This design comes from an exercise in tuning for small area, a short achievable clock period and few clock cycles on the open sky130 flow, not from production work.
Only simulation tests tie the RTL to the original design; equivalence was not proved.
No activity file was given, so power comes from the tool's default toggle rates.

==> flow/design.v (excerpt) <==
module CPU(clk,reset,imem_addr,imem_rdata,dmem_addr,dmem_we,dmem_wdata,dmem_rdata);
export LEC_CHECK = 0
export CAP_MARGIN = 30
export CORE_MARGIN = 2
export CORE_UTILIZATION = 55
export PLACE_DENSITY = 0.7
export SETUP_SLACK_MARGIN = 0.4
export SLEW_MARGIN = 30
export SYNTH_HIERARCHICAL = 1
create_clock -name core_clock -period 20.0 [get_ports {clk}]
standard.sh (not shown) runs the stock make flow with config.mk's settings and CLKGATE_MAP_FILE= SYNTH_SCRIPT=/design/flow/synth_recipe.tcl, a recipe that flattens the netlist after the stock synthesis.
==> flow/flow/run.sh <==
#!/bin/bash
# Standard synthesis and layout (the standard.sh), with:
#  - repair_timing aimed at a short clock period: the setup margin asks every path for this
#    much slack at the design's period, so the resizer works on the paths that set the
#    period the layout achieves;
#  - sizing free to change a cell's footprint; port buffers start as buf_4;
#  - clock tree synthesis without dummy loads, with larger sink clusters;
#  - the repair after global routing on pessimistic wire parasitics (flow/grt_rc.tcl).
#  - the flops that drive output ports go next to their port buffers after global
#    placement (flow/out_flops.tcl).
#  - no repair_timing right after clock tree synthesis: the repair after global routing,
#    on routed wire estimates, does it once.
# make's full output goes to make_finish.log here; each step's log is under orfs/logs/.
set -euo pipefail
bash standard.sh \
  PRE_GLOBAL_ROUTE_TCL="$PWD/flow/grt_rc.tcl" \
  POST_GLOBAL_PLACE_TCL="$PWD/flow/out_flops.tcl" \
  SETUP_SLACK_MARGIN=14.8 \
  MATCH_CELL_FOOTPRINT=0 \
  SKIP_CTS_REPAIR_TIMING=1 \
  BUFFER_PORTS_ARGS="-buffer_cell sky130_fd_sc_hd__buf_4" \
  CTS_ARGS="-sink_clustering_enable -repair_clock_nets -dont_use_dummy_load -sink_clustering_size 25 -sink_clustering_max_diameter 70" \
  finish > make_finish.log 2>&1
Other scripts of this flow, unchanged in this note and not shown: flow/flow/grt_rc.tcl, flow/flow/out_flops.tcl
The starting point finished clean.
Testbench counts at the start, summed over its fixed seeds: cycles 109,277.
Next try:
--- a/flow/flow/run.sh
+++ b/flow/flow/run.sh
@@ -10,4 +10,2 @@
 #    placement (flow/out_flops.tcl).
-#  - no repair_timing right after clock tree synthesis: the repair after global routing,
-#    on routed wire estimates, does it once.
 # make's full output goes to make_finish.log here; each step's log is under orfs/logs/.
@@ -19,5 +17,4 @@
   MATCH_CELL_FOOTPRINT=0 \
-  SKIP_CTS_REPAIR_TIMING=1 \
   BUFFER_PORTS_ARGS="-buffer_cell sky130_fd_sc_hd__buf_4" \
-  CTS_ARGS="-sink_clustering_enable -repair_clock_nets -dont_use_dummy_load -sink_clustering_size 25 -sink_clustering_max_diameter 70" \
+  CTS_ARGS="-sink_clustering_enable -repair_clock_nets -dont_use_dummy_load -sink_clustering_size 20 -sink_clustering_max_diameter 70" \
   finish > make_finish.log 2>&1
Effect: The new run completed without violations. Area after synthesis stays the same. Total power increases by 1.2%. Via count rises by about 0.3%. Setup slack gains 0.017 ns. Core utilization increases by 0.26 points. Synthesized cell count stays the same. Wire length increases by 0.47%. Clock skew is higher by 0.010 ns. Die area stays the same. Design area came out higher by 0.43%. Final cell count stays flat.

Setup of job 101:
Another version of the RTL of CPU (not shown whole).
export LEC_CHECK = 0
export CAP_MARGIN = 30
export CORE_MARGIN = 2
export CORE_UTILIZATION = 55
export PLACE_DENSITY = 0.7
export SETUP_SLACK_MARGIN = 0.4
export SLEW_MARGIN = 30
export SYNTH_HIERARCHICAL = 1
create_clock -name core_clock -period 20.0 [get_ports {clk}]
==> flow/flow/run.sh <==
#!/bin/bash
# Standard synthesis and layout (the standard.sh), with:
#  - repair_timing aimed at a short clock period: the setup margin asks every path for this
#    much slack at the design's period, so the resizer works on the paths that set the
#    period the layout achieves;
#  - sizing free to change a cell's footprint; port buffers start as buf_4;
#  - clock tree synthesis without dummy loads, with larger sink clusters;
#  - the repair after global routing on pessimistic wire parasitics (flow/grt_rc.tcl).
#  - the flops that drive output ports go next to their port buffers after global
#    placement (flow/out_flops.tcl).
# make's full output goes to make_finish.log here; each step's log is under orfs/logs/.
set -euo pipefail
bash standard.sh \
  PRE_GLOBAL_ROUTE_TCL="$PWD/flow/grt_rc.tcl" \
  POST_GLOBAL_PLACE_TCL="$PWD/flow/out_flops.tcl" \
  SETUP_SLACK_MARGIN=14.75 \
  MATCH_CELL_FOOTPRINT=0 \
  BUFFER_PORTS_ARGS="-buffer_cell sky130_fd_sc_hd__buf_4" \
  CTS_ARGS="-sink_clustering_enable -repair_clock_nets -dont_use_dummy_load -sink_clustering_size 25 -sink_clustering_max_diameter 70" \
  finish > make_finish.log 2>&1
Other scripts of this flow, unchanged in this note and not shown: flow/flow/grt_rc.tcl, flow/flow/out_flops.tcl
Testbench counts of job 101, summed over its fixed seeds: cycles 109,277.
[inputs] job 102 vs job 101
diff --git a/flow/flow/run.sh b/flow/flow/run.sh
--- a/flow/flow/run.sh
+++ b/flow/flow/run.sh
@@ -14,5 +14,5 @@
   PRE_GLOBAL_ROUTE_TCL="$PWD/flow/grt_rc.tcl" \
   POST_GLOBAL_PLACE_TCL="$PWD/flow/out_flops.tcl" \
-  SETUP_SLACK_MARGIN=14.75 \
+  SETUP_SLACK_MARGIN=14.8 \
   MATCH_CELL_FOOTPRINT=0 \
   BUFFER_PORTS_ARGS="-buffer_cell sky130_fd_sc_hd__buf_4" \
==> run notes <==
Via count of the first global-routing pass across job 101 and job 102: no real change.
Post-layout minimum cycle time, job 101 and job 102, higher one = job 101.
Any difference in switching power of the nets between job 101 and job 102 is small enough to ignore.
For final number of hold-violating endpoints, job 102 and job 101 come out practically identical.
Going from job 101 to job 102, starting DRC count in detailed routing shrinks by 243.
Port buffer count of job 102 is on par with job 101.
Job 101 → job 102: clock group share of total power barely changed; total power of the final layout flat; slack of the critical path now larger; maximum frequency roughly the same.

[separate check: timing with driven ports]
How much do the figures lean on ideal ports? The routed layouts below were timed once more, with nothing changed but the port constraints.
Step 1: set_driving_cell puts a clkbuf_16 on clk and a buf_2 on each other input, an assumption about the parent block.
Step 2 times the ports against the registers' clock, not the clock port: input delays grow and output delays shrink by t, the midpoint of the rising clock arrivals with the driver on.
Three values: ideal ports, drivers, drivers and shift; two values: the first two.
run | shift t [ns] | setup WS [ns] | clock arrival spread, ns
the first run of note 1 | 0.842 | 14.714 / 14.628 / 14.095 | 0.160 / 0.161
the second run of note 1 | 0.836 | 14.730 / 14.642 / 14.106 | 0.171 / 0.171
job 101 | 0.863 | 14.701 / 14.600 / 14.088 | 0.151 / 0.151
job 102 | 0.851 | 14.709 / 14.619 / 14.078 | 0.150 / 0.150
After both steps every run listed still meets setup and hold. For job 102, which loses most, drivers alone change the setup slack by -0.090 ns; drivers and shift together by -0.631 ns.
